This design comes from an exercise in tuning for small area, a short achievable clock period and few clock cycles per item on the open sky130 flow, not from production work. In this exercise RTL edits were held to simulation tests only and were not proved equivalent to the original.

**design/flow/design.v**
```verilog
module RSA_TOP (
    input clk, input rst_n, input in_valid,
    input [3:0] in_p, input [3:0] in_q, input [7:0] in_e, input [7:0] in_c,
    output reg out_valid, output reg [7:0] out_m
);
reg [3:0] cnt;
reg [7:0] s0, s1, s2, s3, s4, s5, s6, s7;
always @(posedge clk or negedge rst_n)
  if (!rst_n) begin cnt <= 4'd0; out_valid <= 1'b0; out_m <= 8'd0; end
  else begin
    if (in_valid | (|cnt)) cnt <= cnt + 4'd1;
    out_valid <= cnt[3];
    out_m <= cnt[3] ? s7 : 8'd0;
  end
reg [2:0] kp, kq;
reg [6:0] ke;
always @(posedge clk)
  if (in_valid && cnt == 4'd0) begin
    kp <= {in_p[3], in_p[2], in_p[1] ^ in_p[0]};
    kq <= {in_q[3], in_q[2], in_q[1] ^ in_q[0]};
    ke <= in_e[6:0];
  end
wire [3:0] xp, xq;
wire [7:0] m;
core1 u1 (.c(s0), .cp(kp), .cq(kq), .e(ke), .xp(xp), .xq(xq));
core2 u2 (.xp(s1[7:4]), .xq(s1[3:0]), .cp(kp), .cq(kq), .m(m));
always @(posedge clk) begin
  s0 <= in_c; s1 <= {xp, xq}; s2 <= m; s3 <= s2; s4 <= s3; s5 <= s4; s6 <= s5; s7 <= s6;
end
endmodule
module core1(input [7:0] c, input [2:0] cp, input [2:0] cq, input [6:0] e, output reg [3:0] xp, output reg [3:0] xq);
wire i2 = (cp==3'd1)|(cq==3'd1);
wire i3 = (cp==3'd0)|(cq==3'd0);
wire i5 = (cp==3'd3)|(cq==3'd3);
wire i7 = (cp==3'd2)|(cq==3'd2);
wire i11 = (cp==3'd4)|(cq==3'd4);
wire i13 = (cp==3'd7)|(cq==3'd7);
wire [1:0] pi = i13 ? 2'd3 : i11 ? 2'd2 : i7 ? 2'd1 : 2'd0;
wire [2:0] qi = i2 ? 3'd0 : i3 ? 3'd1 : i5 ? 3'd2 : i7 ? 3'd3 : 3'd4;
wire [1:0] e3 = e % 7'd3;
wire [2:0] e5 = e % 7'd5;
wire [3:0] r3 = c % 8'd3, r5 = c % 8'd5, r7 = c % 8'd7, r11 = c % 8'd11, r13 = c % 8'd13;
reg [3:0] x5;
always @(*) case ({e[1], r5})
  {1'd0, 4'd0}: x5 = 4'd0;
  {1'd0, 4'd1}: x5 = 4'd1;
  {1'd0, 4'd2}: x5 = 4'd2;
  {1'd0, 4'd3}: x5 = 4'd3;
  {1'd0, 4'd4}: x5 = 4'd4;
  {1'd1, 4'd0}: x5 = 4'd0;
  {1'd1, 4'd1}: x5 = 4'd1;
  {1'd1, 4'd2}: x5 = 4'd3;
  {1'd1, 4'd3}: x5 = 4'd2;
  {1'd1, 4'd4}: x5 = 4'd4;
  default: x5 = 4'bx;
endcase
reg [3:0] x7;
always @(*) case ({e3, r7})
  {2'd1, 4'd0}: x7 = 4'd0;
  {2'd1, 4'd1}: x7 = 4'd1;
  {2'd1, 4'd2}: x7 = 4'd2;
  {2'd1, 4'd3}: x7 = 4'd3;
  {2'd1, 4'd4}: x7 = 4'd4;
  {2'd1, 4'd5}: x7 = 4'd5;
  {2'd1, 4'd6}: x7 = 4'd6;
  {2'd2, 4'd0}: x7 = 4'd0;
  {2'd2, 4'd1}: x7 = 4'd1;
  {2'd2, 4'd2}: x7 = 4'd4;
  {2'd2, 4'd3}: x7 = 4'd5;
  {2'd2, 4'd4}: x7 = 4'd2;
  {2'd2, 4'd5}: x7 = 4'd3;
  {2'd2, 4'd6}: x7 = 4'd6;
  default: x7 = 4'bx;
endcase
reg [3:0] x11;
always @(*) case ({e5, r11})
  {3'd1, 4'd0}: x11 = 4'd0;
  {3'd1, 4'd1}: x11 = 4'd1;
  {3'd1, 4'd2}: x11 = 4'd2;
  {3'd1, 4'd3}: x11 = 4'd3;
  {3'd1, 4'd4}: x11 = 4'd4;
  {3'd1, 4'd5}: x11 = 4'd5;
  {3'd1, 4'd6}: x11 = 4'd6;
  {3'd1, 4'd7}: x11 = 4'd7;
  {3'd1, 4'd8}: x11 = 4'd8;
  {3'd1, 4'd9}: x11 = 4'd9;
  {3'd1, 4'd10}: x11 = 4'd10;
  {3'd2, 4'd0}: x11 = 4'd0;
  {3'd2, 4'd1}: x11 = 4'd1;
  {3'd2, 4'd2}: x11 = 4'd8;
  {3'd2, 4'd3}: x11 = 4'd5;
  {3'd2, 4'd4}: x11 = 4'd9;
  {3'd2, 4'd5}: x11 = 4'd4;
  {3'd2, 4'd6}: x11 = 4'd7;
  {3'd2, 4'd7}: x11 = 4'd2;
  {3'd2, 4'd8}: x11 = 4'd6;
  {3'd2, 4'd9}: x11 = 4'd3;
  {3'd2, 4'd10}: x11 = 4'd10;
  {3'd3, 4'd0}: x11 = 4'd0;
  {3'd3, 4'd1}: x11 = 4'd1;
  {3'd3, 4'd2}: x11 = 4'd7;
  {3'd3, 4'd3}: x11 = 4'd9;
  {3'd3, 4'd4}: x11 = 4'd5;
  {3'd3, 4'd5}: x11 = 4'd3;
  {3'd3, 4'd6}: x11 = 4'd8;
  {3'd3, 4'd7}: x11 = 4'd6;
  {3'd3, 4'd8}: x11 = 4'd2;
  {3'd3, 4'd9}: x11 = 4'd4;
  {3'd3, 4'd10}: x11 = 4'd10;
  {3'd4, 4'd0}: x11 = 4'd0;
  {3'd4, 4'd1}: x11 = 4'd1;
  {3'd4, 4'd2}: x11 = 4'd6;
  {3'd4, 4'd3}: x11 = 4'd4;
  {3'd4, 4'd4}: x11 = 4'd3;
  {3'd4, 4'd5}: x11 = 4'd9;
  {3'd4, 4'd6}: x11 = 4'd2;
  {3'd4, 4'd7}: x11 = 4'd8;
  {3'd4, 4'd8}: x11 = 4'd7;
  {3'd4, 4'd9}: x11 = 4'd5;
  {3'd4, 4'd10}: x11 = 4'd10;
  default: x11 = 4'bx;
endcase
reg [3:0] x13;
always @(*) case ({{e[1],e3}, r13})
  {3'd1, 4'd0}: x13 = 4'd0;
  {3'd1, 4'd1}: x13 = 4'd1;
  {3'd1, 4'd2}: x13 = 4'd2;
  {3'd1, 4'd3}: x13 = 4'd3;
  {3'd1, 4'd4}: x13 = 4'd4;
  {3'd1, 4'd5}: x13 = 4'd5;
  {3'd1, 4'd6}: x13 = 4'd6;
  {3'd1, 4'd7}: x13 = 4'd7;
  {3'd1, 4'd8}: x13 = 4'd8;
  {3'd1, 4'd9}: x13 = 4'd9;
  {3'd1, 4'd10}: x13 = 4'd10;
  {3'd1, 4'd11}: x13 = 4'd11;
  {3'd1, 4'd12}: x13 = 4'd12;
  {3'd2, 4'd0}: x13 = 4'd0;
  {3'd2, 4'd1}: x13 = 4'd1;
  {3'd2, 4'd2}: x13 = 4'd6;
  {3'd2, 4'd3}: x13 = 4'd9;
  {3'd2, 4'd4}: x13 = 4'd10;
  {3'd2, 4'd5}: x13 = 4'd5;
  {3'd2, 4'd6}: x13 = 4'd2;
  {3'd2, 4'd7}: x13 = 4'd11;
  {3'd2, 4'd8}: x13 = 4'd8;
  {3'd2, 4'd9}: x13 = 4'd3;
  {3'd2, 4'd10}: x13 = 4'd4;
  {3'd2, 4'd11}: x13 = 4'd7;
  {3'd2, 4'd12}: x13 = 4'd12;
  {3'd5, 4'd0}: x13 = 4'd0;
  {3'd5, 4'd1}: x13 = 4'd1;
  {3'd5, 4'd2}: x13 = 4'd11;
  {3'd5, 4'd3}: x13 = 4'd3;
  {3'd5, 4'd4}: x13 = 4'd4;
  {3'd5, 4'd5}: x13 = 4'd8;
  {3'd5, 4'd6}: x13 = 4'd7;
  {3'd5, 4'd7}: x13 = 4'd6;
  {3'd5, 4'd8}: x13 = 4'd5;
  {3'd5, 4'd9}: x13 = 4'd9;
  {3'd5, 4'd10}: x13 = 4'd10;
  {3'd5, 4'd11}: x13 = 4'd2;
  {3'd5, 4'd12}: x13 = 4'd12;
  {3'd6, 4'd0}: x13 = 4'd0;
  {3'd6, 4'd1}: x13 = 4'd1;
  {3'd6, 4'd2}: x13 = 4'd7;
  {3'd6, 4'd3}: x13 = 4'd9;
  {3'd6, 4'd4}: x13 = 4'd10;
  {3'd6, 4'd5}: x13 = 4'd8;
  {3'd6, 4'd6}: x13 = 4'd11;
  {3'd6, 4'd7}: x13 = 4'd2;
  {3'd6, 4'd8}: x13 = 4'd5;
  {3'd6, 4'd9}: x13 = 4'd3;
  {3'd6, 4'd10}: x13 = 4'd4;
  {3'd6, 4'd11}: x13 = 4'd6;
  {3'd6, 4'd12}: x13 = 4'd12;
  default: x13 = 4'bx;
endcase
always @(*) begin
  case (pi) 2'd0: xp = x5; 2'd1: xp = x7; 2'd2: xp = x11; default: xp = x13; endcase
  case (qi) 3'd0: xq = {3'd0, c[0]}; 3'd1: xq = r3; 3'd2: xq = x5; 3'd3: xq = x7; 3'd4: xq = x11; default: xq = 4'bx; endcase
end
endmodule
module core2(input [3:0] xp, input [3:0] xq, input [2:0] cp, input [2:0] cq, output [7:0] m);
wire i2 = (cp==3'd1)|(cq==3'd1);
wire i3 = (cp==3'd0)|(cq==3'd0);
wire i5 = (cp==3'd3)|(cq==3'd3);
wire i7 = (cp==3'd2)|(cq==3'd2);
wire i11 = (cp==3'd4)|(cq==3'd4);
wire i13 = (cp==3'd7)|(cq==3'd7);
wire [1:0] pi = i13 ? 2'd3 : i11 ? 2'd2 : i7 ? 2'd1 : 2'd0;
wire [2:0] qi = i2 ? 3'd0 : i3 ? 3'd1 : i5 ? 3'd2 : i7 ? 3'd3 : 3'd4;
reg [3:0] pv, qv;
always @(*) begin
  case (pi) 2'd0: pv = 4'd5; 2'd1: pv = 4'd7; 2'd2: pv = 4'd11; default: pv = 4'd13; endcase
  case (qi) 3'd0: qv = 4'd2; 3'd1: qv = 4'd3; 3'd2: qv = 4'd5; 3'd3: qv = 4'd7; 3'd4: qv = 4'd11; default: qv = 4'bx; endcase
end
wire [4:0] t0 = {1'b0, xp} - {1'b0, xq};
wire [3:0] d = t0[4] ? t0[3:0] + pv : t0[3:0];
reg [3:0] h;
always @(*) case ({pi, qi, d})
  {2'd0, 3'd0, 4'd0}: h = 4'd0;
  {2'd0, 3'd0, 4'd1}: h = 4'd3;
  {2'd0, 3'd0, 4'd2}: h = 4'd1;
  {2'd0, 3'd0, 4'd3}: h = 4'd4;
  {2'd0, 3'd0, 4'd4}: h = 4'd2;
  {2'd0, 3'd1, 4'd0}: h = 4'd0;
  {2'd0, 3'd1, 4'd1}: h = 4'd2;
  {2'd0, 3'd1, 4'd2}: h = 4'd4;
  {2'd0, 3'd1, 4'd3}: h = 4'd1;
  {2'd0, 3'd1, 4'd4}: h = 4'd3;
  {2'd1, 3'd0, 4'd0}: h = 4'd0;
  {2'd1, 3'd0, 4'd1}: h = 4'd4;
  {2'd1, 3'd0, 4'd2}: h = 4'd1;
  {2'd1, 3'd0, 4'd3}: h = 4'd5;
  {2'd1, 3'd0, 4'd4}: h = 4'd2;
  {2'd1, 3'd0, 4'd5}: h = 4'd6;
  {2'd1, 3'd0, 4'd6}: h = 4'd3;
  {2'd1, 3'd1, 4'd0}: h = 4'd0;
  {2'd1, 3'd1, 4'd1}: h = 4'd5;
  {2'd1, 3'd1, 4'd2}: h = 4'd3;
  {2'd1, 3'd1, 4'd3}: h = 4'd1;
  {2'd1, 3'd1, 4'd4}: h = 4'd6;
  {2'd1, 3'd1, 4'd5}: h = 4'd4;
  {2'd1, 3'd1, 4'd6}: h = 4'd2;
  {2'd1, 3'd2, 4'd0}: h = 4'd0;
  {2'd1, 3'd2, 4'd1}: h = 4'd3;
  {2'd1, 3'd2, 4'd2}: h = 4'd6;
  {2'd1, 3'd2, 4'd3}: h = 4'd2;
  {2'd1, 3'd2, 4'd4}: h = 4'd5;
  {2'd1, 3'd2, 4'd5}: h = 4'd1;
  {2'd1, 3'd2, 4'd6}: h = 4'd4;
  {2'd2, 3'd0, 4'd0}: h = 4'd0;
  {2'd2, 3'd0, 4'd1}: h = 4'd6;
  {2'd2, 3'd0, 4'd2}: h = 4'd1;
  {2'd2, 3'd0, 4'd3}: h = 4'd7;
  {2'd2, 3'd0, 4'd4}: h = 4'd2;
  {2'd2, 3'd0, 4'd5}: h = 4'd8;
  {2'd2, 3'd0, 4'd6}: h = 4'd3;
  {2'd2, 3'd0, 4'd7}: h = 4'd9;
  {2'd2, 3'd0, 4'd8}: h = 4'd4;
  {2'd2, 3'd0, 4'd9}: h = 4'd10;
  {2'd2, 3'd0, 4'd10}: h = 4'd5;
  {2'd2, 3'd1, 4'd0}: h = 4'd0;
  {2'd2, 3'd1, 4'd1}: h = 4'd4;
  {2'd2, 3'd1, 4'd2}: h = 4'd8;
  {2'd2, 3'd1, 4'd3}: h = 4'd1;
  {2'd2, 3'd1, 4'd4}: h = 4'd5;
  {2'd2, 3'd1, 4'd5}: h = 4'd9;
  {2'd2, 3'd1, 4'd6}: h = 4'd2;
  {2'd2, 3'd1, 4'd7}: h = 4'd6;
  {2'd2, 3'd1, 4'd8}: h = 4'd10;
  {2'd2, 3'd1, 4'd9}: h = 4'd3;
  {2'd2, 3'd1, 4'd10}: h = 4'd7;
  {2'd2, 3'd2, 4'd0}: h = 4'd0;
  {2'd2, 3'd2, 4'd1}: h = 4'd9;
  {2'd2, 3'd2, 4'd2}: h = 4'd7;
  {2'd2, 3'd2, 4'd3}: h = 4'd5;
  {2'd2, 3'd2, 4'd4}: h = 4'd3;
  {2'd2, 3'd2, 4'd5}: h = 4'd1;
  {2'd2, 3'd2, 4'd6}: h = 4'd10;
  {2'd2, 3'd2, 4'd7}: h = 4'd8;
  {2'd2, 3'd2, 4'd8}: h = 4'd6;
  {2'd2, 3'd2, 4'd9}: h = 4'd4;
  {2'd2, 3'd2, 4'd10}: h = 4'd2;
  {2'd2, 3'd3, 4'd0}: h = 4'd0;
  {2'd2, 3'd3, 4'd1}: h = 4'd8;
  {2'd2, 3'd3, 4'd2}: h = 4'd5;
  {2'd2, 3'd3, 4'd3}: h = 4'd2;
  {2'd2, 3'd3, 4'd4}: h = 4'd10;
  {2'd2, 3'd3, 4'd5}: h = 4'd7;
  {2'd2, 3'd3, 4'd6}: h = 4'd4;
  {2'd2, 3'd3, 4'd7}: h = 4'd1;
  {2'd2, 3'd3, 4'd8}: h = 4'd9;
  {2'd2, 3'd3, 4'd9}: h = 4'd6;
  {2'd2, 3'd3, 4'd10}: h = 4'd3;
  {2'd3, 3'd0, 4'd0}: h = 4'd0;
  {2'd3, 3'd0, 4'd1}: h = 4'd7;
  {2'd3, 3'd0, 4'd2}: h = 4'd1;
  {2'd3, 3'd0, 4'd3}: h = 4'd8;
  {2'd3, 3'd0, 4'd4}: h = 4'd2;
  {2'd3, 3'd0, 4'd5}: h = 4'd9;
  {2'd3, 3'd0, 4'd6}: h = 4'd3;
  {2'd3, 3'd0, 4'd7}: h = 4'd10;
  {2'd3, 3'd0, 4'd8}: h = 4'd4;
  {2'd3, 3'd0, 4'd9}: h = 4'd11;
  {2'd3, 3'd0, 4'd10}: h = 4'd5;
  {2'd3, 3'd0, 4'd11}: h = 4'd12;
  {2'd3, 3'd0, 4'd12}: h = 4'd6;
  {2'd3, 3'd1, 4'd0}: h = 4'd0;
  {2'd3, 3'd1, 4'd1}: h = 4'd9;
  {2'd3, 3'd1, 4'd2}: h = 4'd5;
  {2'd3, 3'd1, 4'd3}: h = 4'd1;
  {2'd3, 3'd1, 4'd4}: h = 4'd10;
  {2'd3, 3'd1, 4'd5}: h = 4'd6;
  {2'd3, 3'd1, 4'd6}: h = 4'd2;
  {2'd3, 3'd1, 4'd7}: h = 4'd11;
  {2'd3, 3'd1, 4'd8}: h = 4'd7;
  {2'd3, 3'd1, 4'd9}: h = 4'd3;
  {2'd3, 3'd1, 4'd10}: h = 4'd12;
  {2'd3, 3'd1, 4'd11}: h = 4'd8;
  {2'd3, 3'd1, 4'd12}: h = 4'd4;
  {2'd3, 3'd2, 4'd0}: h = 4'd0;
  {2'd3, 3'd2, 4'd1}: h = 4'd8;
  {2'd3, 3'd2, 4'd2}: h = 4'd3;
  {2'd3, 3'd2, 4'd3}: h = 4'd11;
  {2'd3, 3'd2, 4'd4}: h = 4'd6;
  {2'd3, 3'd2, 4'd5}: h = 4'd1;
  {2'd3, 3'd2, 4'd6}: h = 4'd9;
  {2'd3, 3'd2, 4'd7}: h = 4'd4;
  {2'd3, 3'd2, 4'd8}: h = 4'd12;
  {2'd3, 3'd2, 4'd9}: h = 4'd7;
  {2'd3, 3'd2, 4'd10}: h = 4'd2;
  {2'd3, 3'd2, 4'd11}: h = 4'd10;
  {2'd3, 3'd2, 4'd12}: h = 4'd5;
  {2'd3, 3'd3, 4'd0}: h = 4'd0;
  {2'd3, 3'd3, 4'd1}: h = 4'd2;
  {2'd3, 3'd3, 4'd2}: h = 4'd4;
  {2'd3, 3'd3, 4'd3}: h = 4'd6;
  {2'd3, 3'd3, 4'd4}: h = 4'd8;
  {2'd3, 3'd3, 4'd5}: h = 4'd10;
  {2'd3, 3'd3, 4'd6}: h = 4'd12;
  {2'd3, 3'd3, 4'd7}: h = 4'd1;
  {2'd3, 3'd3, 4'd8}: h = 4'd3;
  {2'd3, 3'd3, 4'd9}: h = 4'd5;
  {2'd3, 3'd3, 4'd10}: h = 4'd7;
  {2'd3, 3'd3, 4'd11}: h = 4'd9;
  {2'd3, 3'd3, 4'd12}: h = 4'd11;
  {2'd3, 3'd4, 4'd0}: h = 4'd0;
  {2'd3, 3'd4, 4'd1}: h = 4'd6;
  {2'd3, 3'd4, 4'd2}: h = 4'd12;
  {2'd3, 3'd4, 4'd3}: h = 4'd5;
  {2'd3, 3'd4, 4'd4}: h = 4'd11;
  {2'd3, 3'd4, 4'd5}: h = 4'd4;
  {2'd3, 3'd4, 4'd6}: h = 4'd10;
  {2'd3, 3'd4, 4'd7}: h = 4'd3;
  {2'd3, 3'd4, 4'd8}: h = 4'd9;
  {2'd3, 3'd4, 4'd9}: h = 4'd2;
  {2'd3, 3'd4, 4'd10}: h = 4'd8;
  {2'd3, 3'd4, 4'd11}: h = 4'd1;
  {2'd3, 3'd4, 4'd12}: h = 4'd7;
  default: h = 4'bx;
endcase
assign m = {4'd0, xq} + qv * h;
endmodule
```
**design/flow/flow/mkmodels.py**
```python
#!/usr/bin/env python3
# Writes Verilog models of the combinational cells of a liberty file that a netlist uses.
# usage: mkmodels.py LIB NETLIST OUT
import re, sys
lib, net, out = sys.argv[1:4]
used = set(re.findall(r'\b(sky130_fd_sc_hd__\w+)\s', open(net).read()))
txt = open(lib).read()
cells = {}
for m in re.finditer(r'\n\s*cell\s*\(\s*"?([\w]+)"?\s*\)\s*\{', txt):
    cells[m.group(1)] = m.end()
names = list(cells)
res = []
for i, name in enumerate(names):
    if name not in used: continue
    start = cells[name]
    end = cells[names[i+1]] if i+1 < len(names) else len(txt)
    body = txt[start:end]
    if re.search(r'\b(ff|latch|statetable)\s*\(', body): continue
    pins = []
    for pm in re.finditer(r'\n\s*pin\s*\(\s*"?(\w+)"?\s*\)\s*\{', body):
        pstart = pm.end()
        nxt = re.search(r'\n\s*pin\s*\(', body[pstart:])
        pbody = body[pstart: pstart + (nxt.start() if nxt else len(body)-pstart)]
        d = re.search(r'direction\s*:\s*"?(\w+)"?', pbody)
        f = re.search(r'\bfunction\s*:\s*"([^"]*)"', pbody)
        pins.append((pm.group(1), d.group(1) if d else None, f.group(1) if f else None))
    outs = [p for p in pins if p[1] == 'output']
    if not outs or any(p[2] is None for p in outs):
        continue
    ports = [p[0] for p in pins if p[1] in ('input', 'output')]
    s = [f"module {name}({', '.join(ports)});"]
    for p in pins:
        if p[1] == 'input': s.append(f"  input {p[0]};")
        if p[1] == 'output': s.append(f"  output {p[0]};")
    for p in outs:
        f = p[2].replace('!', '~').replace('+', '|').replace('*', '&')
        f = re.sub(r'(\w)\s+(?=[\w(~])', r'\1 & ', f)   # juxtaposition means AND
        f = re.sub(r'\)\s+(?=[\w(~])', r') & ', f)
        s.append(f"  assign {p[0]} = {f};")
    s.append("endmodule")
    res.append("\n".join(s))
open(out, 'w').write("\n".join(res) + "\n")
```
**design/flow/flow/extra_make_args.txt**
```
BUFFER_PORTS_ARGS=-buffer_cell sky130_fd_sc_hd__buf_1
```
**design/flow/config.mk**
```make
export PLATFORM = sky130hd
export DESIGN_NAME = RSA_TOP
export DESIGN_NICKNAME = RSA_TOP
export VERILOG_FILES = /design/flow/design.v
export SDC_FILE = /design/flow/constraint.sdc
export NUM_CORES = 4
export LEC_CHECK = 0
export ABC_AREA = 1
export CAP_MARGIN = 20
export CORE_MARGIN = 2
export CORE_UTILIZATION = 40
export SLEW_MARGIN = 20
```
**design/flow/constraint.sdc**
```tcl
create_clock -name core_clock -period 110.0 [get_ports {clk}]
set_input_delay 22.0000 -clock core_clock [delete_from_list [all_inputs] [get_ports {clk}]]
set_output_delay 22.0000 -clock core_clock [all_outputs]
set_load 0.01 [all_outputs]
```
**design/flow/flow/resynth.abc**
```
strash
&get -n
&deepsyn -T 60
&put
dch -f
map -a
topo
```
**design/flow/flow/run.sh**
```bash
#!/bin/bash
# Layout flow: the standard synthesis, then a stronger ABC re-mapping of the
# combinational logic only (every flip-flop instance, its name and its cell type are kept),
# then the standard layout from floorplan to finish.
set -euo pipefail
HERE=$(pwd)
LIB=$FLOW_HOME/platforms/sky130hd/lib/sky130_fd_sc_hd__tt_025C_1v80.lib
R=$HERE/orfs/results/sky130hd/RSA_TOP/base

bash standard.sh synth > log_1_standard_synth.txt 2>&1
cp $R/1_2_yosys.v $HERE/std_1_2_yosys.v

python3 flow/mkmodels.py $LIB $HERE/std_1_2_yosys.v $HERE/cell_models.v > log_2_models.txt 2>&1
DU=""
for c in $(grep -o 'cell *( *"\?sky130_fd_sc_hd__\(lpflow\|probe\)[a-z0-9_]*' $LIB | sed 's/.*(\s*"\?//'); do DU="$DU -dont_use $c"; done
cat > $HERE/resynth.ys <<EOY
read_liberty -lib $LIB
read_verilog -overwrite $HERE/cell_models.v
read_verilog $HERE/std_1_2_yosys.v
hierarchy -top RSA_TOP
flatten
proc
techmap
opt -fast -purge
abc -liberty $LIB $DU -script $HERE/flow/resynth.abc
read_liberty -lib -ignore_redef $LIB
opt_clean -purge
hilomap -singleton -hicell sky130_fd_sc_hd__conb_1 HI -locell sky130_fd_sc_hd__conb_1 LO
insbuf -buf sky130_fd_sc_hd__buf_4 A X
splitnets
opt_clean -purge
check -assert -mapped
tee -o $HERE/resynth_stat.txt stat -liberty $LIB
write_verilog -noattr -nohex -nodec $HERE/resynth_1_2_yosys.v
EOY
yosys -s $HERE/resynth.ys > log_3_resynth.txt 2>&1

# the flip-flops must be exactly the standard synthesis's
grep -oE '^\s*sky130_fd_sc_hd__(df|edf|sdf|dl)[a-z0-9_]+ [^ ]+' $HERE/std_1_2_yosys.v | sed 's/^ *//' | sort > $HERE/ff_std.txt
grep -oE '^\s*sky130_fd_sc_hd__(df|edf|sdf|dl)[a-z0-9_]+ [^ ]+' $HERE/resynth_1_2_yosys.v | sed 's/^ *//' | sort > $HERE/ff_new.txt
if cmp -s $HERE/ff_std.txt $HERE/ff_new.txt && [ -s $HERE/ff_std.txt ]; then
  cp $HERE/resynth_1_2_yosys.v $R/1_2_yosys.v
  echo "resynthesised netlist used" > log_4_choice.txt
else
  echo "flip-flops differ; standard netlist kept" > log_4_choice.txt
fi
rm -f $R/1_synth.odb $R/1_synth.sdc
EXTRA=()
if [ -f flow/extra_make_args.txt ]; then mapfile -t EXTRA < flow/extra_make_args.txt; fi
bash standard.sh finish "${EXTRA[@]}" > log_5_standard_finish.txt 2>&1
```
**design/flow/standard.sh**
```bash
#!/bin/bash
# synth_recipe.tcl (not shown) runs the flow's synth.tcl, then flattens the netlist and writes it again
# the make line also repeats each setting of config.mk as NAME=value (left out here)
make -C /OpenROAD-flow-scripts/flow DESIGN_CONFIG=/design/flow/config.mk WORK_HOME=/design/flow/orfs CLKGATE_MAP_FILE= SYNTH_SCRIPT=/design/flow/synth_recipe.tcl "${@:-finish}"
```
==> impl_results.md, run 1 <==
* Area delta synth->final at 11.8%
* Vias in the first global route at 5131
* Congestion Overflow GR at 0
* First DRT Iteration DRCs at 318
* Actual slew at the worst max-slew pin at 732 ps
* CP max stage cell: dfrtp_1
* Chip width at 124 µm
* Drt wl/cell at 11.9 µm
* MaxCap Viol Count at 0
* CTS buffer count at 9
* Final WL at 13.5 mm
* Hold Violations, Final at 0
* Delay-heaviest family, CP: flip-flops
* DR DRC count at 0
* Pre-Repair DR Iteration Count at 6
* RSZ-0062 raised after global routing: no
* Final-report setup violation count at 0
* Most frequent cells in the layout: nor2_1, nand2_1, clkinv_1, o21ai_0, a21oi_1
* Antenna violation net count after detailed routing at 0
* Synth warn at 3
* Tot GR Track Use at 0.185
* Min-Delay Path Class: reg -> reg
* Vias/cell at 5.00
* Final instance area at 6450 µm²
* Share of cells above drive strength 1 at 0.0420
* Mapped Cells at 898
* Worst-path clk slew at 70 ps
* Antenna diode count at 0
* Setup crit start: out_valid
* First-pass GRT wire length at 22.9 mm
* GPL Wtd Cong at 0.954
* Crit path largest cell delay at 370 ps
* Commonest non-fill, non-tap cell in the layout: nor2_1
* Starting density of the core at 0.412
* CP cell instances: buf_1
* Hold buffer count at CTS at 0
* Nets@finish at 974
* Fin crit period at 22820 ps
* Synth Cell Area at 5770 µm²
* Max-slew violations at 0
* Syn_area_per_cell at 6.42 µm²
* Crit path required time at 88000 ps
* Clock sink total at 90
* Core Region at 14000 µm²
* # rows at 43
* # Post-CTS Setup Buffers at 0
* # IOs at 36
* CP endpoint kind: primary output
* Initial antenna violation count at 0
* Worst slew margin at 0.510
* Synth Net Count at 925
* Post-DP Area at 6150 µm²
* Status: timing/DRC/antenna clean
* Layout Skew at 14.1 ps
* Fin crit share at 0.207
* RR Startpoint: kp[2]
* Dpl hpwl at 10.4 mm
* H-tree levels at 3
* PortBufs at 34
* Die Area at 15400 µm²
* Setup TNS at 0 ps
* Worst Path Max Fanout at 1
* Startpoint Class: flop
* Crit path buffers/inverters at 1
* Fmax at 0.0438 GHz
* Largest net degree at the start of global routing at 19
* Vias at 5660
* Worst-skew pair later-pin latency at 340 ps
* Root Driver: clkbuf_16
* Clock buffer depth at 2
* CTS resizes at 0
* Layout filler cell count at 1495
* Crit path arrival time at 820 ps
* Die Y at 124 µm
* Kind of critical path: reg -> out
* HP Start: s4[1]
* CTS tree: yes
path summary, 6_finish.rpt:
| kind | end | slack (ps) | cells after the start |
|---|---|---|---|
| min | s5[1] | 320 | 0 |
| max in group asynchronous | out_m[5] | 87910 | 1 |
| min reg2reg | s5[1] | 320 | 0 |
| max | out_valid | 87180 | 1 |
| max reg2reg | s2[6] | 102620 | 32 |
| min in group asynchronous | cnt[0] | 21660 | 1 |
per-layer routing:
metal  share of wire  global-route usage
met1            0.49               0.250
met2            0.43               0.297
met3           0.067              0.0426
met4           0.017              0.0492
met5               0                   0
through the flow:
stage	util	setup WS [ps]	hold slack, ps	std cells
floorplan	-	86990	310	898
global placement	0.440	86620	310	1116
detailed placement	0.440	86590	312	1116
CTS	0.461	86950	321	1132
global route	0.461	87110	320	1132
finish	0.461	87180	319	1132
flip-flops by register name (all words and copies together), names as in the netlist, 4 cells and up:
name / flops
out_m: 8
s0: 8
s1: 8
s2: 8
s3: 8
s4: 8
s5: 8
s6: 8
s7: 8
ke: 7
cnt: 4
layout make-up:
cell class                 count  area, µm²  area share
sequential                    90       2000       0.310
multi-input combinational    662       3220       0.500
clock buffer                   9        225      0.0349
clock inverter                 7       71.3      0.0111
inverter                     146        548      0.0850
timing repair buffer          38        158      0.0245
tap                          180        225      0.0349
Testbench counts, summed over its fixed seeds: cycles 5,120, items 320.
==> run 2: changes to the inputs <==
==> design/flow/flow/extra_make_args.txt (replaced) <==
BUFFER_PORTS_ARGS=-buffer_cell sky130_fd_sc_hd__buf_1
CTS_ARGS=-sink_clustering_enable -repair_clock_nets -buf_list sky130_fd_sc_hd__clkbuf_4 -root_buf sky130_fd_sc_hd__clkbuf_8 -dont_use_dummy_load
==> run 2 against run 1 <==
  * Cell count decreased by 0.62%
  * Core utilization fell by 1.2 points
  * Register-to-register slack got worse by 20 ps
  * Largest cell class unchanged
  * Design area fell by 2.7%
  * Count of clock-buffer cells in the layout stayed put
  * First-iteration DRC count grew 8.8%
  * Wire length decreased by 0.72%
  * Synthesized cell count stayed put
  * Worst setup slack lost 36 ps
  * Critical path depth is the same
==> impl_results.md, run 2 <==
* Status: timing/DRC/antenna clean
* CP endpoint kind: primary output
* Pre-Repair DR Iteration Count at 7 (+1)
* Root Driver: clkbuf_8
* Final instance area at 6270 µm² (-2.7%)
* CTS tree: yes
* Most frequent cells in the layout: nor2_1, nand2_1, clkinv_1, o21ai_0, a21oi_1
* Synth Cell Area at 5770 µm² (unchanged)
* Worst-path clk slew at 100 ps (+30 ps)
* Clock sink total at 90 (unchanged)
* Fin crit share at 0.208 (+0.000331)
* Die Y at 124 µm (unchanged)
* Antenna violation net count after detailed routing at 0 (unchanged)
* Initial antenna violation count at 0 (unchanged)
* Actual slew at the worst max-slew pin at 713 ps (-19.2 ps)
* Mapped Cells at 898 (unchanged)
* Setup TNS at 0 ps (unchanged)
* Syn_area_per_cell at 6.42 µm² (unchanged)
* Post-DP Area at 6150 µm² (unchanged)
* Final-report setup violation count at 0 (unchanged)
* Commonest non-fill, non-tap cell in the layout: nor2_1
* Fin crit period at 22860 ps (+36.4 ps)
* Starting density of the core at 0.412 (unchanged)
* Worst Path Max Fanout at 1 (unchanged)
* Antenna diode count at 0 (unchanged)
* CTS resizes at 0 (unchanged)
* Hold buffer count at CTS at 0 (unchanged)
* Layout filler cell count at 1525 (+2.0%)
* H-tree levels at 3 (unchanged)
* Final WL at 13.4 mm (-0.72%)
* Vias/cell at 4.99 (-0.11%)
* # Post-CTS Setup Buffers at 0 (unchanged)
* Share of cells above drive strength 1 at 0.0349 (-0.00710)
* Crit path buffers/inverters at 1 (unchanged)
* Vias at 5619 (-0.72%)
* MaxCap Viol Count at 0 (unchanged)
* Clock buffer depth at 2 (unchanged)
* Crit path arrival time at 860 ps (+40 ps)
* Chip width at 124 µm (unchanged)
* Area delta synth->final at 8.83%
* Crit path largest cell delay at 380 ps (about the same)
* Dpl hpwl at 10.4 mm (unchanged)
* Worst-skew pair later-pin latency at 360 ps (+20 ps)
* CP max stage cell: dfrtp_1
* Kind of critical path: reg -> out
* Startpoint Class: flop
* Layout Skew at 40.2 ps (+26.1 ps)
* Synth warn at 3 (unchanged)
* Min-Delay Path Class: reg -> reg
* Crit path required time at 88000 ps (about the same)
* First-pass GRT wire length at 22.7 mm (-1.0%)
* Core Region at 14000 µm² (unchanged)
* Vias in the first global route at 5106 (-0.49%)
* Synth Net Count at 925 (unchanged)
* Worst slew margin at 0.523 (+0.0128)
* CP cell instances: buf_1
* # rows at 43 (unchanged)
* Tot GR Track Use at 0.183 (-0.00241)
* RSZ-0062 raised after global routing: no
* # IOs at 36 (unchanged)
* CTS buffer count at 9 (unchanged)
* GPL Wtd Cong at 0.954 (unchanged)
* Fmax at 0.0437 GHz (-0.16%)
* Drt wl/cell at 11.9 µm (-0.10%)
* Max-slew violations at 0 (unchanged)
* First DRT Iteration DRCs at 346 (+8.8%)
* Nets@finish at 974 (unchanged)
* Die Area at 15400 µm² (unchanged)
* PortBufs at 34 (unchanged)
* Largest net degree at the start of global routing at 19 (unchanged)
* DR DRC count at 0 (unchanged)
* Congestion Overflow GR at 0 (unchanged)
* Hold Violations, Final at 0 (unchanged)
* Delay-heaviest family, CP: flip-flops
run 2: final timing paths:
| kind | startpoint | endpoint | slack (ps) | depth (start not counted) |
|---|---|---|---|---|
| max reg2reg | kp[1] | s2[6] | 102600 | 31 |
| max | out_valid | out_valid | 87140 | 1 |
| min | s2[0] | s3[0] | 280 | 0 |
| max in group asynchronous | rst_n | out_m[5] | 87910 | 1 |
| min reg2reg | s2[0] | s3[0] | 280 | 0 |
| min in group asynchronous | rst_n | cnt[0] | 21630 | 1 |
run 2: metrics by stage:
stage	utilization	std cells	setup WS (ps)	hold WS (ps)
3_3_place_gp	0.440	1116	86620	310
2_1_floorplan	-	898	86990	310
3_5_place_dp	0.440	1116	86590	312
5_1_grt	0.449	1125	87070	281
6_report	0.449	1125	87140	278
4_1_cts	0.448	1125	86970	282
run 2: metal layers:
layer / GRT usage / vias to the layer above / share of wire
met5: 0 / - / 0
met1: 0.247 / 2394 / 0.50
met4: 0.0499 / 0 / 0.017
met3: 0.0380 / 24 / 0.062
met2: 0.295 / 163 / 0.43
li1: - / 3038 / -
run 2: area by class of cell:
| cell class | count | area [µm²] | area share |
|---|---|---|---|
| clock buffer | 9 | 124 | 0.0197 |
| inverter | 146 | 548 | 0.0873 |
| multi-input combinational | 662 | 3220 | 0.514 |
| sequential | 90 | 2000 | 0.318 |
| tap | 180 | 225 | 0.0359 |
| timing repair buffer | 38 | 158 | 0.0251 |
==> run 3: changes to the inputs <==
==> design/flow/flow/resynth.abc (replaced) <==
strash
&get -n
&deepsyn -T 60 -I 4
&put
dch -f
amap
topo
==> run 3 against run 2 <==
  * Cell count is 9.2% lower
  * Non-clock buffer count up 1
  * Sequential share of layout area increased by 1.7 points
  * Design area shrank 5.0%
  * Die area is 5.2% lower
  * Synthesized cell count down 11%
  * Clock skew shrank 9.8 ps
==> impl_results.md, run 3 <==
* Status: timing/DRC/antenna clean
* Hold Violations, Final at 0 (unchanged)
* Syn_area_per_cell at 6.83 µm² (+6.5%)
* MaxCap Viol Count at 0 (unchanged)
* Vias at 5671 (+0.93%)
* Crit path buffers/inverters at 1 (unchanged)
* Die Area at 14600 µm² (-5.2%)
* Core Region at 13300 µm² (-5.0%)
* Startpoint Class: flop
* Worst Path Max Fanout at 1 (unchanged)
* H-tree levels at 3 (unchanged)
* Synth warn at 3 (unchanged)
* Post-DP Area at 5840 µm² (-5.0%)
* Final WL at 13.6 mm (+1.6%)
* Setup TNS at 0 ps (unchanged)
* Layout filler cell count at 1358 (-11%)
* Pre-Repair DR Iteration Count at 6 (-1)
* Area delta synth->final at 9.34%
* Most frequent cells in the layout: nor2_1, clkinv_1, o21ai_0, a21oi_1, nand2_1
* # Post-CTS Setup Buffers at 0 (unchanged)
* Nets@finish at 875 (-10%)
* Worst-skew pair later-pin latency at 370 ps (about the same)
* DR DRC count at 0 (unchanged)
* Share of cells above drive strength 1 at 0.0165 (-0.0184)
* Congestion Overflow GR at 0 (unchanged)
* CTS resizes at 0 (unchanged)
* Multi-input gate area at 3100 µm² (-3.8%)
* Clock sink total at 90 (unchanged)
* Delay-heaviest family, CP: flip-flops
* Post-route core utilization at 0.449 (about the same)
* Antenna diode count at 0 (unchanged)
* Dpl hpwl at 10.7 mm (+2.8%)
* RSZ-0062 raised after global routing: no
* Crit path arrival time at 870 ps (about the same)
* Worst slew margin at 0.423 (-0.0997)
* Vias in the first global route at 5151 (+0.88%)
* Hold buffer count at CTS at 0 (unchanged)
* Clock buffer depth at 2 (unchanged)
* Die Y at 121 µm (-2.6%)
* # rows at 42 (-2.3%)
* PortBufs at 34 (unchanged)
* Hold_ws at 304 ps (+26.0 ps)
* CP cell instances: buf_1
* Placed cells at 1013 (-9.2%)
* Synth Net Count at 825 (-11%)
* Largest net degree at the start of global routing at 20 (+1)
* Max-slew violations at 0 (unchanged)
* Crit path required time at 88000 ps (about the same)
* Drt wl/cell at 13.3 µm (+12%)
* # IOs at 36 (unchanged)
* CTS buffer count at 9 (unchanged)
* Fin crit period at 22870 ps (+7.70 ps)
* Worst-path clk slew at 90 ps (about the same)
* Layout Skew at 30.4 ps (-9.75 ps)
* FF+latch area at 2000 µm² (unchanged)
* Fmax at 0.0437 GHz (about the same)
* Min-Delay Path Class: reg -> reg
* Initial antenna violation count at 0 (unchanged)
* Actual slew at the worst max-slew pin at 856 ps (+143 ps)
* Vias/cell at 5.55 (+11%)
* Root Driver: clkbuf_8
* Crit path largest cell delay at 380 ps (about the same)
* Final-report setup violation count at 0 (unchanged)
* GPL Wtd Cong at 0.929 (-2.6%)
* Kind of critical path: reg -> out
* Chip width at 121 µm (-2.6%)
* First DRT Iteration DRCs at 515 (+49%)
* CP endpoint kind: primary output
* Mapped Cells at 798 (-11%)
* Synth Cell Area at 5450 µm² (-5.4%)
* Fin crit share at 0.208 (about the same)
* Commonest non-fill, non-tap cell in the layout: nor2_1
* Tot GR Track Use at 0.193 (+0.0105)
* Non-filler instance count after layout at 1022 (-9.2%)
* Final instance area at 5960 µm² (-5.0%)
* Starting density of the core at 0.410 (-0.00194)
* CP max stage cell: dfrtp_1
* Antenna violation net count after detailed routing at 0 (unchanged)
* First-pass GRT wire length at 23.1 mm (+1.6%)
* CTS tree: yes
run 3: cell types whose count changed in the layout (fill, tap and decap cells not counted), sizes merged, moves of 9 or more:
cell / delta
nand3: -21
nand2: -99
nor2b: +15
o21a: +18
nor3: +27
o22ai: +21
xor2: -30
xnor2: -9
clkinv: -51
run 3: metrics by stage:
| stage | setup WS [ps] |
|---|---|
| 6_report | 87130 |
| 2_1_floorplan | 86980 |
| 5_1_grt | 87080 |
| 3_3_place_gp | 87200 |
| 4_1_cts | 87100 |
| 3_5_place_dp | 87210 |
run 3: worst paths after layout:
path                          start       end  slack [ps]  cells past startpoint
hold / removal                s5[2]     s6[2]         300                      0
setup reg to reg              kq[0]     s2[6]      101720                     37
min in group asynchronous     rst_n  out_m[5]       21620                      1
hold reg to reg               s5[2]     s6[2]         300                      0
setup / recovery           out_m[4]  out_m[4]       87130                      1
max in group asynchronous     rst_n    cnt[3]       87930                      1
run 3: final cells by class:
cell class	instances	area share
Inverter	95	0.0598
Timing Repair Buffer	39	0.0277
Sequential cell	90	0.335
Clock buffer	9	0.0208
Tap cell	176	0.0369
Multi-Input combinational cell	613	0.520
run 3: routing by layer:
metal  global-route usage  routed length (µm)
met3               0.0396                 680
met1                0.249                6450
met5                    0                   0
met2                0.327                6220
met4               0.0531                 261
==> run 4: changes to the inputs <==
==> design/flow/flow/extra_make_args.txt (replaced) <==
BUFFER_PORTS_ARGS=-buffer_cell sky130_fd_sc_hd__buf_1
CTS_ARGS=-sink_clustering_enable -repair_clock_nets -buf_list sky130_fd_sc_hd__clkbuf_16 -root_buf sky130_fd_sc_hd__clkbuf_16 -sink_clustering_size 100 -sink_clustering_max_diameter 1000 -dont_use_dummy_load
==> run 4 against run 3 <==
  * Worst setup slack improved by 40 ps
  * Via count increased by 0.69%
  * Non-clock buffer count stayed put
  * Global-route usage grew 0.13 points
  * Flip-flop and latch count unchanged
  * Sequential share of layout area fell by 0.56 points
  * Largest cell class unchanged
==> impl_results.md, run 4 <==
* Fin crit share at 0.208 (-0.000361)
* R2R Path End: s2[6]
* CP max stage cell: dfrtp_1
* Setup TNS at 0 ps (unchanged)
* Syn_area_per_cell at 6.83 µm² (unchanged)
* Worst-skew pair later-pin latency at 340 ps (-30 ps)
* PortBufs at 34 (unchanged)
* Hold path depth at 0 (unchanged)
* Hold Violations, Final at 0 (unchanged)
* MaxCap Viol Count at 0 (unchanged)
* Drt wl/cell at 13.4 µm (+0.59%)
* Startpoint Class: flop
* Final-report setup violation count at 0 (unchanged)
* Worst slew margin at 0.400 (-0.0228)
* CTS tree: yes
* Dpl hpwl at 10.7 mm (unchanged)
* HP Start: s5[2]
* Worst Path Max Fanout at 1 (unchanged)
* Initial antenna violation count at 0 (unchanged)
* Worst-path clk slew at 70 ps (-20 ps)
* Vias at 5710 (+0.69%)
* Crit path required time at 88000 ps (about the same)
* Layout Skew at 22.3 ps (-8.09 ps)
* Min-Delay Path Class: reg -> reg
* Vias in the first global route at 5191 (+0.78%)
* Die Area at 14600 µm² (unchanged)
* Crit path largest cell delay at 370 ps (about the same)
* CP endpoint kind: primary output
* # IOs at 36 (unchanged)
* Congestion Overflow GR at 0 (unchanged)
* Fmax at 0.0438 GHz (+0.17%)
* Crit path arrival time at 830 ps (-40 ps)
* End of the worst hold path: s6[2]
* Commonest non-fill, non-tap cell in the layout: nor2_1
* Final WL at 13.7 mm (+0.59%)
* # Post-CTS Setup Buffers at 0 (unchanged)
* RR Startpoint: kq[0]
* Starting density of the core at 0.410 (unchanged)
* Kind of critical path: reg -> out
* Final instance area at 6060 µm² (+1.7%)
* RSZ-0062 raised after global routing: no
* Synth Cell Area at 5450 µm² (unchanged)
* Clock buffer depth at 2 (unchanged)
* Core Region at 13300 µm² (unchanged)
* Status: timing/DRC/antenna clean
* Delay-heaviest family, CP: flip-flops
* Chip width at 121 µm (unchanged)
* # rows at 42 (unchanged)
* Clock sink total at 90 (unchanged)
* CTS buffer count at 9 (unchanged)
* Antenna violation net count after detailed routing at 0 (unchanged)
* R2R cell count at 37 (unchanged)
* Largest net degree at the start of global routing at 20 (unchanged)
* GPL Wtd Cong at 0.929 (unchanged)
* Pre-Repair DR Iteration Count at 5 (-1)
* First DRT Iteration DRCs at 485 (-5.8%)
* Share of cells above drive strength 1 at 0.0165 (unchanged)
* Synth warn at 3 (unchanged)
* Vias/cell at 5.59 (+0.69%)
* Synth Net Count at 825 (unchanged)
* CTS resizes at 0 (unchanged)
* Root Driver: clkbuf_16
* Hold buffer count at CTS at 0 (unchanged)
* Mapped Cells at 798 (unchanged)
* Crit path buffers/inverters at 1 (unchanged)
* Die Y at 121 µm (unchanged)
* Max-slew violations at 0 (unchanged)
* Flop2flop setup slack at 101740 ps (+20 ps)
* First-pass GRT wire length at 23.2 mm (+0.57%)
* Tot GR Track Use at 0.194 (+0.00132)
* Nets@finish at 875 (unchanged)
* Area delta synth->final at 11.2%
* H-tree levels at 3 (unchanged)
* Actual slew at the worst max-slew pin at 890 ps (+33.9 ps)
* DR DRC count at 0 (unchanged)
* CP cell instances: buf_1
* Fin crit period at 22830 ps (-39.7 ps)
* Most frequent cells in the layout: nor2_1, clkinv_1, o21ai_0, a21oi_1, nand2_1
* Post-DP Area at 5840 µm² (unchanged)
* Antenna diode count at 0 (unchanged)
## run 4: cell type report
cell class                      count  area [µm²]
Fill cell                        1339        7230
Clock buffer                        9         225
Tap cell                          176         220
Timing Repair Buffer               39         165
Inverter                           95         357
Sequential cell                    90        2000
Multi-Input combinational cell    613        3100
## run 4: per-stage QoR
step                      setup slack [ps]  std cells   util  hold slack, ps
after global routing                 87130       1022  0.456             314
final                                87170       1022  0.456             310
after detailed placement             87210       1013  0.439             312
after global placement               87200       1013  0.439             310
after floorplan                      86980        798      -             310
after CTS                            87150       1022  0.456             308
## run 4: per-layer routing
layer | routed length, µm | global-route usage
met1 | 6400 | 0.249
met2 | 6280 | 0.331
met3 | 690 | 0.0396
met4 | 314 | 0.0552
met5 | 0 | 0
## run 4: how the worst max path moves through the flow
stage / start / to / slack, ps / depth (start not counted)
6_report: out_m[4] / out_m[4] / 87170 / 1
5_1_grt: out_m[6] / out_m[6] / 87130 / 1
4_1_cts: out_m[4] / out_m[4] / 87150 / 1
3_5_place_dp: in_valid / ke[4] / 87210 / 3
3_3_place_gp: in_valid / ke[0] / 87200 / 3
2_1_floorplan: in_valid / ke[0] / 86980 / 1

[static timing again, ports no longer ideal]
The flow's constraints put no driver on any port. The routed layouts listed below were extracted and timed again, unchanged, in two steps. Step 1: set_driving_cell puts a clkbuf_16 on clk and a buf_2 on each other input, an assumption about the parent block. Step 2 adds t to the input delays and takes it off the output delays; t is the mean of the earliest and latest rising clock arrival at the registers after step 1. Input paths then give back, and output paths get back, about the clock's delay inside the block. a / b / c = no drivers / after step 1 / after step 2; a / b = the first two.
run | t, ns | slack for setup (ns) | hold WS [ns] | latest minus earliest clock arrival (ns) | worst slew at a driven data input, ns
run 1 | 0.374 | 87.178 / 87.141 / 86.876 | 0.319 / 0.319 / 0.319 | 0.016 / 0.016 | 0.05
run 2 | 0.373 | 87.142 / 87.109 / 86.888 | 0.278 / 0.278 / 0.278 | 0.040 / 0.040 | 0.05
run 3 | 0.384 | 87.134 / 87.100 / 87.165 | 0.304 / 0.304 / 0.304 | 0.036 / 0.036 | 0.03
run 4 | 0.367 | 87.174 / 87.136 / 87.170 | 0.310 / 0.310 / 0.310 | 0.022 / 0.022 | 0.03
After both steps every run listed still meets setup and hold. The setup slack of run 1, which loses most, moves by -0.037 ns with the drivers and by -0.302 ns with both steps.
